What follows belongs to an exercise in optimizing a design on an open flow for small area and few clock cycles per item; a production flow would make more cautious choices.
Function was checked by simulation only, so behaviour that the tests miss may differ from the original.
No activity file was given, so power comes from the tool's default toggle rates.

// IS42S16320D
module IS42S16320D(
  input            ipClk,  
  input            ipReset,
  input      [24:0]ipAddress,
  input      [ 1:0]ipByteEnable,
  output reg       opWaitRequest,
  input      [15:0]ipWriteData,
  input            ipWrite,
  input            ipRead,
  output reg [15:0]opReadData,
  output reg       opReadDataValid,
  output           opCKE,
  output reg       opnCS,
  output reg       opnRAS,
  output reg       opnCAS,
  output reg       opnWE,
  output reg [12:0]opA,
  output reg [ 1:0]opBA,
  output reg [ 1:0]opDQM,
  output reg [15:0]opDQ,
  output reg       opDQ_en,
  input      [15:0]ipDQ
);
export LEC_CHECK = 0
export CAP_MARGIN = 0
export CORE_MARGIN = 2
export CORE_UTILIZATION = 40
export SLEW_MARGIN = 0
create_clock -name core_clock -period 10.0 [get_ports {ipClk}]
standard.sh (not shown) runs the stock make flow with config.mk's settings and CLKGATE_MAP_FILE= SYNTH_SCRIPT=/design/flow/synth_recipe.tcl, a recipe that flattens the netlist after the stock synthesis.
==> flow/flow/run.sh <==
#!/bin/bash
# Standard ORFS layout, with the smallest buffer for the port buffers.
set -euo pipefail
export BUFFER_PORTS_ARGS="-buffer_cell sky130_fd_sc_hd__buf_1"
bash standard.sh > standard.log 2>&1
The starting point passed the timing, DRC and antenna checks.
Testbench counts at the start, summed over its fixed seeds: cycles 66,518, items 24,000.
Edit:
==> flow/flow/run.sh (replaced) <==
#!/bin/bash
set -euo pipefail
export BUFFER_PORTS_ARGS="-buffer_cell sky130_fd_sc_hd__buf_1"
export RECOVER_POWER=100
export CTS_ARGS="-sink_clustering_enable -repair_clock_nets -sink_clustering_size 50 -sink_clustering_max_diameter 1000 -root_buf sky130_fd_sc_hd__clkbuf_8 -buf_list sky130_fd_sc_hd__clkbuf_8"
bash standard.sh > standard.log 2>&1
--- a/flow/config.mk
+++ b/flow/config.mk
@@ -6,6 +6,6 @@
 export NUM_CORES = 4
 export LEC_CHECK = 0
-export CAP_MARGIN = 0
+export CAP_MARGIN = 20
 export CORE_MARGIN = 2
 export CORE_UTILIZATION = 40
-export SLEW_MARGIN = 0
+export SLEW_MARGIN = 20
What happened:
- This time the run completed and failed the layout checks on capacitance limit, slew limit
- critical path depth stays the same
- cell area goes down by 0.60%
- via count goes up by 0.72%
- wire length goes up by 0.46%
- power barely changes
- global-route usage is unchanged
- sequential share of layout area goes up by 0.25 points

========
IS42S16320D, a different RTL version from the one above (not shown whole).
Size: roughly 310 cells after synthesis.
// IS42S16320D
module IS42S16320D(
  input            ipClk,  
  input            ipReset,
  input      [24:0]ipAddress,
  input      [ 1:0]ipByteEnable,
  output reg       opWaitRequest,
  input      [15:0]ipWriteData,
  input            ipWrite,
  input            ipRead,
  output reg [15:0]opReadData,
  output reg       opReadDataValid,
  output           opCKE,
  output reg       opnCS,
  output reg       opnRAS,
  output reg       opnCAS,
  output reg       opnWE,
  output reg [12:0]opA,
  output reg [ 1:0]opBA,
  output reg [ 1:0]opDQM,
  output reg [15:0]opDQ,
  output reg       opDQ_en,
  input      [15:0]ipDQ
);
assign opCKE = 1'b1;
reg [ 9:0]RefreshCount;  
reg       RefreshReq;
reg [ 4:0]InitCount;     
reg [ 2:0]Wait;          
reg [ 1:0]RasWait;       
reg [ 3:0]BankOpen;
reg [ 3:0]BankCur;       
reg [ 1:0]LastBank;      
reg [12:0]RowOpen;
reg [ 3:0]ReadPipe;      
wire Tick     = RefreshCount[9] & RefreshCount[8];
wire Ready    = InitCount[4] & InitCount[3] & InitCount[0];
wire InitRef  = InitCount[4] & ~InitCount[3];
wire InitMRS  = InitCount[4] & InitCount[3] & ~InitCount[0];
wire Request  = ipRead | ipWrite;
wire [1:0]Bank = ipAddress[11:10];
wire RowHit   = ipAddress[24:12] == RowOpen;
wire AnyOpen  = |BankOpen;
wire BankHit  = BankCur[Bank] & RowHit;
wire PreOk    = ~|RasWait | (Bank != LastBank);
wire NoWait   = ~|Wait;
wire RefMode  = InitRef | (Ready & RefreshReq);
wire Serve    = Ready & ~RefreshReq & Request;
wire WriteOk  = ~ReadPipe[2] & ~ReadPipe[3] & (~ReadPipe[0] | &ipByteEnable);
wire DoRW  = Serve & BankHit & NoWait & (ipRead | WriteOk);
wire DoAct  = Serve & ~BankOpen[Bank] & NoWait;
wire DoPreB = Serve & BankOpen[Bank] & ~BankHit & NoWait & PreOk;
wire DoPreA = (RefMode | InitMRS) & AnyOpen & NoWait & ~|RasWait;
wire DoPre  = DoPreA | DoPreB;
wire DoRef = RefMode & ~AnyOpen & NoWait;
wire DoMRS = InitMRS & ~AnyOpen & NoWait;
always @(*) begin
  opWaitRequest   = ~DoRW & (Request | ~Ready);
  opReadData      = ipDQ;
  opReadDataValid = ReadPipe[2];
  opnCS  = 1'b0;
  opnRAS = ~(DoAct | DoPre | DoRef | DoMRS);
  opnCAS = ~(DoRW | DoRef | DoMRS);
  opnWE  = ~((DoRW & ipWrite) | DoPre | DoMRS);
  ...
Settings: LEC_CHECK=0, CAP_MARGIN=20, CORE_MARGIN=2, CORE_UTILIZATION=40, SLEW_MARGIN=20; clock period 10.0 ns.
run.sh (not shown) runs the stock make flow with config.mk's settings and CLKGATE_MAP_FILE= SYNTH_SCRIPT=/design/flow/synth_recipe.tcl, a recipe that flattens the netlist after the stock synthesis.
Stock flow here: none of the scripts above is used.
The starting point ran to the end with no violations.
Testbench counts at the start, summed over its fixed seeds: cycles 74,566, items 24,000.
Change:
Settings changed: ABC_AREA from default to 1.
The new run completed without violations.
Critical path depth goes up by 3.
Clock skew goes up by 0.0067 ns.
Wire length goes up by 13%.

========
## v14
RTL: one of the versions met above, not the one the previous note started from.
Size in the first run: about 200 cells after synthesis, about 120 I/O pins.
clock: 10.0 ns
lec_check: 0
cap_margin: 20
core_margin: 2
core_utilization: 40
gpl_timing_driven: 0
slew_margin: 20
standard.sh (not shown) runs the stock make flow with config.mk's settings and CLKGATE_MAP_FILE= SYNTH_SCRIPT=/design/flow/synth_recipe.tcl, a recipe that flattens the netlist after the stock synthesis.
==> flow/flow/run.sh <==
#!/bin/bash
# Standard ORFS layout, with the smallest buffer for the port buffers and
# the synthesized logic set to its smallest drive strengths before floorplan.
set -euo pipefail
here=$(cd "$(dirname "$0")" && pwd)
export BUFFER_PORTS_ARGS="-buffer_cell sky130_fd_sc_hd__buf_1"
export PRE_FLOORPLAN_TCL="$here/downsize.tcl"
bash standard.sh > standard.log 2>&1
==> flow/flow/downsize.tcl <==
# Before floorplan: set every combinational cell to its smallest drive
# strength; the flow's own repair steps size up what timing, slew or
# capacitance then needs.
remove_buffers
set n 0
foreach inst [get_cells *] {
  set cell [get_property $inst ref_name]
  if {![regexp {^(sky130_fd_sc_hd__[a-z0-9]+)_([0-9]+)$} $cell -> base drv]} { continue }
  if {[string match "*__df*" $base] || [string match "*__edf*" $base] || [string match "*__sdf*" $base] || [string match "*__dl*" $base] || [string match "*clk*" $base] || [string match "*conb*" $base]} { continue }
  if {$drv <= 1} { continue }
  set lc [get_lib_cells -quiet */${base}_1]
  if {[llength $lc] == 0} { continue }
  if {[get_property [lindex $lc 0] dont_use]} { continue }
  replace_cell $inst [lindex $lc 0]
  incr n
}
puts "downsize.tcl: $n cells set to drive strength 1"
Testbench counts of v14, summed over its fixed seeds: cycles 66,518, items 24,000.
Input changes introduced in v2 (baseline for comparison: v14):
Settings: GPL_TIMING_DRIVEN removed (was 0).
--- a/flow/flow/run.sh
+++ b/flow/flow/run.sh
@@ -6,3 +6,4 @@
 export BUFFER_PORTS_ARGS="-buffer_cell sky130_fd_sc_hd__buf_1"
 export PRE_FLOORPLAN_TCL="$here/downsize.tcl"
+export CTS_ARGS="-repair_clock_nets -dont_use_dummy_load -sink_clustering_enable -sink_clustering_size 100 -sink_clustering_max_diameter 2000 -sink_clustering_levels 0 -root_buf sky130_fd_sc_hd__clkbuf_16 -buf_list sky130_fd_sc_hd__clkbuf_16"
 bash standard.sh > standard.log 2>&1
--- a/flow/flow/downsize.tcl
+++ b/flow/flow/downsize.tcl
@@ -2,5 +2,4 @@
 # strength; the flow's own repair steps size up what timing, slew or
 # capacitance then needs.
-remove_buffers
 set n 0
 foreach inst [get_cells *] {
--- outcome ---
v14 | stages: all done | timing, DRC, antenna: all pass. v2 finished end to end and its layout was clean on timing, DRC and antenna. | internal power consumption | v2 vs v14 | worse |. Delta (v2 minus v14): maximum fanout along the worst path went up, global-route usage went down, fraction of power consumed by the clock network went up, met2 wire length went down. When the final numbers for v2 and v14 were put side by side, the slack of the critical path turned out to be greater in v2.
The inputs of v17 differ from those of v2 as listed below.
==> flow/flow/run.sh <==
#!/bin/bash
# Standard ORFS layout with these changes:
# - synthesis maps logic with an area-oriented ABC script (flow/abc_area.script);
#   everything else in synthesis is the standard script (registers unchanged);
# - the synthesized logic is set to its smallest drive strengths before
#   floorplan (flow/downsize.tcl); the flow's repair steps size up as needed;
# - port buffers use the smallest buffer;
# - CTS without dummy loads.
set -euo pipefail
here=$(cd "$(dirname "$0")" && pwd)
work=$(pwd)
rm -rf "$work/scripts_abc"
cp -r "$FLOW_HOME/scripts" "$work/scripts_abc"
cp "$here/abc_area.script" "$work/scripts_abc/abc_speed.script"
export SCRIPTS_DIR="$work/scripts_abc"
export BUFFER_PORTS_ARGS="-buffer_cell sky130_fd_sc_hd__buf_1"
export PRE_FLOORPLAN_TCL="$here/downsize.tcl"
export CTS_ARGS="-sink_clustering_enable -repair_clock_nets -dont_use_dummy_load -sink_clustering_size 50 -sink_clustering_max_diameter 1000 -sink_clustering_levels 1"
bash standard.sh > standard.log 2>&1
==> flow/flow/abc_area.script (new file) <==
strash
dch -f
amap
topo
### Flow results
- v17 vs v2: routed wire length up by a few percent
- Register-to-register slack: v17 vs v2 down 370 ps
- v17: post-route non-filler standard cell count higher than v2
- Compared with v2, in v17 critical path depth rose 4; cell area after layout fell about 5.6%; aggregate global-route resource usage rose 1.9 points.
- Between v17 and v2, non-clock buffer count is lower for v17, v2 comes in above that.
Edits applied to the flow inputs when going from v17 to v25:
==> flow/flow/abc_area.script <==
&get -n
&st
&dch
&nf -R 1000 -p
&put
topo
Findings:
- As far as final antenna-violating net count goes, v25 and v17 are indistinguishable; the numbers are identical.
- The run showing the greater die height is v25.
- Minimum setup slack in the final design was higher in the run labelled v17.
- v25 vs. v17: peak supply drop now sits higher; global-route wire length before repair was more or less identical; number of signal-net buffers in the layout decreased about 1.8%; clock share of power went up.

## separate check: timing with driven ports
How much do the figures lean on ideal ports? The routed layouts below were timed once more, with nothing changed but the port constraints. Step 1: set_driving_cell puts a clkbuf_16 on ipClk and a buf_2 on each other input, an assumption about the parent block. Step 2 moves the port delays by t, midway between the first and last clock arrival at a register: inputs arrive t later, outputs are due t later. That takes back most of the time a late clock gives input paths. Slacks: ideal / step 1 / step 2; pairs: ideal / step 1.
run	t (ns)	slack for setup (ns)	pins driven straight from the clock port
the first run of note 1	0.321	3.790 / 3.771 / 3.771	1
the second run of note 1	0.320	2.380 / 2.361 / 2.361	1
the first run of note 2	0.323	2.867 / 2.846 / 2.846	1
the second run of note 2	0.324	3.268 / 3.244 / 3.244	1
v14	0.319	3.425 / 3.400 / 3.400	1
v2	0.302	4.126 / 4.092 / 4.092	1
v17	0.312	3.742 / 3.721 / 3.721	1
v25	0.312	3.385 / 3.361 / 3.361	1
The setup slack of v2, which loses most, moves by -0.034 ns with the drivers and by -0.034 ns with both steps.
